Background: an optimization exercise with open tools, aiming at small area and a short achievable clock period. Do not read the settings as production practice. In this exercise RTL edits were held to simulation tests only and were not proved equivalent to the original.

==> run a: inputs <==
// top
module top (input logic clk, rst,
            input logic enable, din,
            input logic signed [10:0] x,
            output logic signed [11:0] q,
            output logic spike);
logic [13:0] x7;
logic [16:0] x33;
logic s1_0_s;
logic s1_0_c;
logic s1_1_s;
logic s1_1_c;
logic s1_2_s;
logic s1_2_c;
logic s1_3_s;
logic s1_3_c;
logic s1_4_s;
logic s1_4_c;
logic s1_5_s;
logic s1_5_c;
logic s1_6_s;
logic s1_6_c;
logic s1_7_s;
logic s1_7_c;
logic s1_8_s;
logic s1_8_c;
logic s1_9_s;
logic s1_9_c;
logic s1_10_s;
logic s1_10_c;
logic s1_11_s;
logic s1_11_c;
logic s1_12_s;
logic s1_12_c;
logic s1_13_s;
logic s1_13_c;
logic s1_14_s;
logic s1_14_c;
logic s1_15_s;
logic s1_15_c;
logic s1_16_s;
logic s1_16_c;
logic s1_17_s;
logic s1_17_c;
logic s1_18_s;
logic s1_18_c;
logic s1_19_s;
logic s1_19_c;
logic s1_20_s;
logic s1_20_c;
logic s1_21_s;
logic s1_21_c;
logic s1_22_s;
logic s1_22_c;
logic s1_23_s;
logic s1_23_c;
logic s1_24_s;
logic s1_24_c;
logic s1_25_s;
logic s1_25_c;
logic s1_26_s;
logic s1_26_c;
logic s1_27_s;
logic s1_27_c;
logic s1_28_s;
logic s1_28_c;
logic s1_29_s;
logic s1_29_c;
logic s1_30_s;
logic s1_30_c;
logic s1_31_s;
logic s1_31_c;
logic s1_32_s;
logic s1_32_c;
logic s1_33_s;
logic s1_33_c;
logic s1_34_s;
logic s1_34_c;
logic s1_35_s;
logic s1_35_c;
logic s1_36_s;
logic s1_36_c;
logic s1_37_s;
logic s1_37_c;
logic s1_38_s;
logic s1_38_c;
logic s1_39_s;
logic s1_39_c;
logic s1_40_s;
logic s1_40_c;
logic s1_41_s;
logic s1_41_c;
logic s1_42_s;
logic s1_42_c;
logic s1_43_s;
logic s1_43_c;
logic s1_44_s;
logic s1_44_c;
logic s1_45_s;
logic s1_45_c;
logic s1_46_s;
logic s1_46_c;
logic s1_47_s;
logic s1_47_c;
logic s1_48_s;
logic s1_48_c;
logic s1_49_s;
logic s1_49_c;
logic s1_50_s;
logic s1_50_c;
logic s1_51_s;
logic s1_51_c;
logic s1_52_s;
logic s1_52_c;
logic s1_53_s;
logic s1_53_c;
logic s1_54_s;
logic s1_54_c;
logic [20:0] s1_a;
logic [20:0] s1_b;
logic [20:0] s1;
logic h1n_0_s;
logic h1n_0_c;
logic h1n_1_s;
logic h1n_1_c;
logic h1n_2_s;
logic h1n_2_c;
logic h1n_3_s;
logic h1n_3_c;
logic h1n_4_s;
logic h1n_4_c;
logic h1n_5_s;
logic h1n_5_c;
logic h1n_6_s;
logic h1n_6_c;
logic h1n_7_s;
logic h1n_7_c;
logic h1n_8_s;
  ...
Settings: LEC_CHECK=0, ABC_AREA=1, CAP_MARGIN=20, CORE_MARGIN=2, CORE_UTILIZATION=55, CTS_CLUSTER_DIAMETER=60, CTS_CLUSTER_SIZE=30, PLACE_DENSITY=0.65, SETUP_SLACK_MARGIN=5, SLEW_MARGIN=60, SYNTH_HIERARCHICAL=1, SYNTH_MINIMUM_KEEP_SIZE=0; clock period 12.0 ns.
standard.sh (not shown) runs the stock make flow with config.mk's settings and CLKGATE_MAP_FILE= SYNTH_SCRIPT=/design/flow/synth_recipe.tcl, a recipe that flattens the netlist after the stock synthesis.
==> flow/flow/run.sh <==
#!/bin/bash
# Standard ORFS layout (the standard.sh), with timing repair aimed at a
# setup slack of 8.0 ns at the design's 12 ns clock, so that the resizer keeps
# improving paths that already meet 12 ns.  Logs: standard.log and orfs/logs.
set -euo pipefail
bash standard.sh SETUP_SLACK_MARGIN=8.0 BUFFER_PORTS_ARGS="-buffer_cell sky130_fd_sc_hd__buf_2" finish > standard.log 2>&1
==> run b (differences from run a) <==
--- a/flow/design.v
+++ b/flow/design.v
@@ -515,21 +515,21 @@
 logic [11:0] pp2;
 logic bng2;
 logic [11:0] pp3;
 logic bng3;
 logic [11:0] pp4;
 logic bng4;
-logic [4:0] bop;
-logic [4:0] bon;
-logic [4:0] btp;
-logic [4:0] btn;
 logic [10:0] z0;
 logic [10:0] z1;
 logic [10:0] z2;
 logic [10:0] z3;
 logic [10:0] z0n;
+logic [4:0] bop;
+logic [4:0] bon;
+logic [4:0] btp;
+logic [4:0] btn;
 logic [11:0] r5;
 logic pm_0_s;
 logic pm_0_c;
 logic pm_1_s;
 logic pm_1_c;
 logic pm_2_s;
@@ -1388,31 +1388,33 @@
 assign pp4[10] = (bop[4] & za[11]) | (bon[4] & ~za[11]) | (btp[4] & za[10]) | (btn[4] & ~za[10]);
 assign pp4[11] = (bop[4] & za[12]) | (bon[4] & ~za[12]) | (btp[4] & za[11]) | (btn[4] & ~za[11]);
 assign bng4 = bon[4] | btn[4];
 assign r5p = (t1n[9] ^ t1n[10]) ? (t1n[10] ? ~zs : zs) : 12'd0;
 assign r5_n = r5p + 12'd3414 + {11'd0, ~t1n[9] & t1n[10]};
 always_ff @(posedge clk) begin
-  bop <= bop_n;
-  bon <= bon_n;
-  btp <= btp_n;
-  btn <= btn_n;
-end
-always_ff @(posedge clk) begin
   if (rst) begin
     z0 <= 11'd0;
     z1 <= 11'd0;
     z2 <= 11'd0;
     z3 <= 11'd0;
     z0n <= 11'd2047;
+    bop <= 5'd0;
+    bon <= 5'd0;
+    btp <= 5'd0;
+    btn <= 5'd0;
     r5 <= 12'd3414;
   end else begin
     z0 <= y2a;
     z1 <= z0;
     z2 <= z1;
     z3 <= z2;
     z0n <= ~y2a;
+    bop <= bop_n;
+    bon <= bon_n;
+    btp <= btp_n;
+    btn <= btn_n;
     r5 <= r5_n;
   end
 end
 ha pm_0 (.a(pp0[6]), .b(pp1[4]), .s(pm_0_s), .co(pm_0_c));
 ha pm_1 (.a(pp0[7]), .b(pp1[5]), .s(pm_1_s), .co(pm_1_c));
 fa pm_2 (.a(pp0[8]), .b(pp1[6]), .c(pp2[4]), .s(pm_2_s), .co(pm_2_c));
==> flow/flow/run.sh (replaced) <==
#!/bin/bash
# Standard ORFS layout (the standard.sh), with timing repair aimed at a
# setup slack of 8.4 ns at the design's 12 ns clock, so that the resizer keeps
# improving paths that already meet 12 ns.  Logs: standard.log and orfs/logs.
set -euo pipefail
bash standard.sh SETUP_SLACK_MARGIN=8.4  BUFFER_PORTS_ARGS="-buffer_cell sky130_fd_sc_hd__buf_2" finish > standard.log 2>&1
==> flow/config.mk (replaced) <==
export PLATFORM = sky130hd
export DESIGN_NAME = top
export DESIGN_NICKNAME = top
export VERILOG_FILES = /design/flow/design.v
export SDC_FILE = /design/flow/constraint.sdc
export NUM_CORES = 4
export LEC_CHECK = 0
export ABC_AREA = 1
export CAP_MARGIN = 20
export CORE_MARGIN = 2
export CORE_UTILIZATION = 40
export SETUP_SLACK_MARGIN = 5
export SLEW_MARGIN = 20
export SYNTH_HIERARCHICAL = 1
export SYNTH_MINIMUM_KEEP_SIZE = 0
==> run c (differences from run a) <==
--- a/flow/design.v
+++ b/flow/design.v
@@ -515,21 +515,21 @@
 logic [11:0] pp2;
 logic bng2;
 logic [11:0] pp3;
 logic bng3;
 logic [11:0] pp4;
 logic bng4;
-logic [4:0] bop;
-logic [4:0] bon;
-logic [4:0] btp;
-logic [4:0] btn;
 logic [10:0] z0;
 logic [10:0] z1;
 logic [10:0] z2;
 logic [10:0] z3;
 logic [10:0] z0n;
+logic [4:0] bop;
+logic [4:0] bon;
+logic [4:0] btp;
+logic [4:0] btn;
 logic [11:0] r5;
 logic pm_0_s;
 logic pm_0_c;
 logic pm_1_s;
 logic pm_1_c;
 logic pm_2_s;
@@ -1388,31 +1388,33 @@
 assign pp4[10] = (bop[4] & za[11]) | (bon[4] & ~za[11]) | (btp[4] & za[10]) | (btn[4] & ~za[10]);
 assign pp4[11] = (bop[4] & za[12]) | (bon[4] & ~za[12]) | (btp[4] & za[11]) | (btn[4] & ~za[11]);
 assign bng4 = bon[4] | btn[4];
 assign r5p = (t1n[9] ^ t1n[10]) ? (t1n[10] ? ~zs : zs) : 12'd0;
 assign r5_n = r5p + 12'd3414 + {11'd0, ~t1n[9] & t1n[10]};
 always_ff @(posedge clk) begin
-  bop <= bop_n;
-  bon <= bon_n;
-  btp <= btp_n;
-  btn <= btn_n;
-end
-always_ff @(posedge clk) begin
   if (rst) begin
     z0 <= 11'd0;
     z1 <= 11'd0;
     z2 <= 11'd0;
     z3 <= 11'd0;
     z0n <= 11'd2047;
+    bop <= 5'd0;
+    bon <= 5'd0;
+    btp <= 5'd0;
+    btn <= 5'd0;
     r5 <= 12'd3414;
   end else begin
     z0 <= y2a;
     z1 <= z0;
     z2 <= z1;
     z3 <= z2;
     z0n <= ~y2a;
+    bop <= bop_n;
+    bon <= bon_n;
+    btp <= btp_n;
+    btn <= btn_n;
     r5 <= r5_n;
   end
 end
 ha pm_0 (.a(pp0[6]), .b(pp1[4]), .s(pm_0_s), .co(pm_0_c));
 ha pm_1 (.a(pp0[7]), .b(pp1[5]), .s(pm_1_s), .co(pm_1_c));
 fa pm_2 (.a(pp0[8]), .b(pp1[6]), .c(pp2[4]), .s(pm_2_s), .co(pm_2_c));
==> flow/flow/run.sh (replaced) <==
#!/bin/bash
# Standard ORFS layout (the standard.sh), with timing repair aimed at a
# setup slack of 8.2 ns at the design's 12 ns clock, so that the resizer keeps
# improving paths that already meet 12 ns.  Logs: standard.log and orfs/logs.
set -euo pipefail
bash standard.sh SETUP_SLACK_MARGIN=8.2 TNS_END_PERCENT=30 BUFFER_PORTS_ARGS="-buffer_cell sky130_fd_sc_hd__buf_2" finish > standard.log 2>&1
==> flow/config.mk (replaced) <==
export PLATFORM = sky130hd
export DESIGN_NAME = top
export DESIGN_NICKNAME = top
export VERILOG_FILES = /design/flow/design.v
export SDC_FILE = /design/flow/constraint.sdc
export NUM_CORES = 4
export LEC_CHECK = 0
export ABC_AREA = 1
export CAP_MARGIN = 20
export CORE_MARGIN = 2
export CORE_UTILIZATION = 40
export SETUP_SLACK_MARGIN = 5
export SLEW_MARGIN = 60
export SYNTH_HIERARCHICAL = 1
export SYNTH_MINIMUM_KEEP_SIZE = 0
==> flow_metrics.py <==
metrics = {
    "finish": {
        "multi_input_gates": 2404,
    },
    "setup_path": {
        "endpoint": "w33[15]",
    },
    "outcome": {
        "status": "finished clean",
    },
    "grt": {
        "grt_pass1_wl_um": 113400,
    },
    "clocking": {
        "cts_buffers": 46,
    },
}
Source of the figures above: run c

==> flow_metrics.py <==
metrics = {
    "setup_path": {
        "endpoint": "p[11]",
    },
    "clocking": {
        "cts_buffers": 38,
    },
    "grt": {
        "grt_pass1_wl_um": 115500,
    },
    "outcome": {
        "status": "finished clean",
    },
    "finish": {
        "clock_area_frac": 0.04314,
        "multi_input_gates": 2419,
    },
}
Source of the figures above: run a

==> flow_metrics.py <==
metrics = {
    "routing": {
        "wl_met3_um": 3219,
    },
    "place": {
        "placed_cell_area_um2": 31000,
    },
    "setup_path": {
        "endpoint": "p[11]",
    },
    "synth": {
        "syn_area_per_cell_um2": 8.728,
    },
    "outcome": {
        "status": "finished clean",
    },
    "clocking": {
        "cts_buffers": 46,
    },
    "finish": {
        "multi_input_gates": 2404,
    },
    "grt": {
        "grt_pass1_wl_um": 115700,
    },
}
Source of the figures above: run b

static timing again, ports no longer ideal:
Ports are ideal in the flow. The routed layouts listed here were re-timed in OpenROAD.
Step 1 assumes that a clkbuf_16 drives the clock port and a buf_2 every other input.
Step 2 also shifts input and output timing later by t, the mid clock arrival at the registers, as if the neighbouring blocks saw the same clock.
a / b / c = ideal / step 1 / step 2; a / b = the first two.
run	t, ns	slack for setup (ns)	worst setup path at the end	worst slew at a driven data input, ns
run a	0.629	8.158 / 8.158 / 7.630	input to register	0.05
run b	0.659	8.414 / 8.414 / 7.826	input to register	0.05
run c	0.657	8.265 / 8.265 / 7.642	input to register	0.06
After both steps every run listed still meets setup and hold. For run c, which loses most, drivers alone change the setup slack by 0.000 ns; drivers and shift together by -0.623 ns.
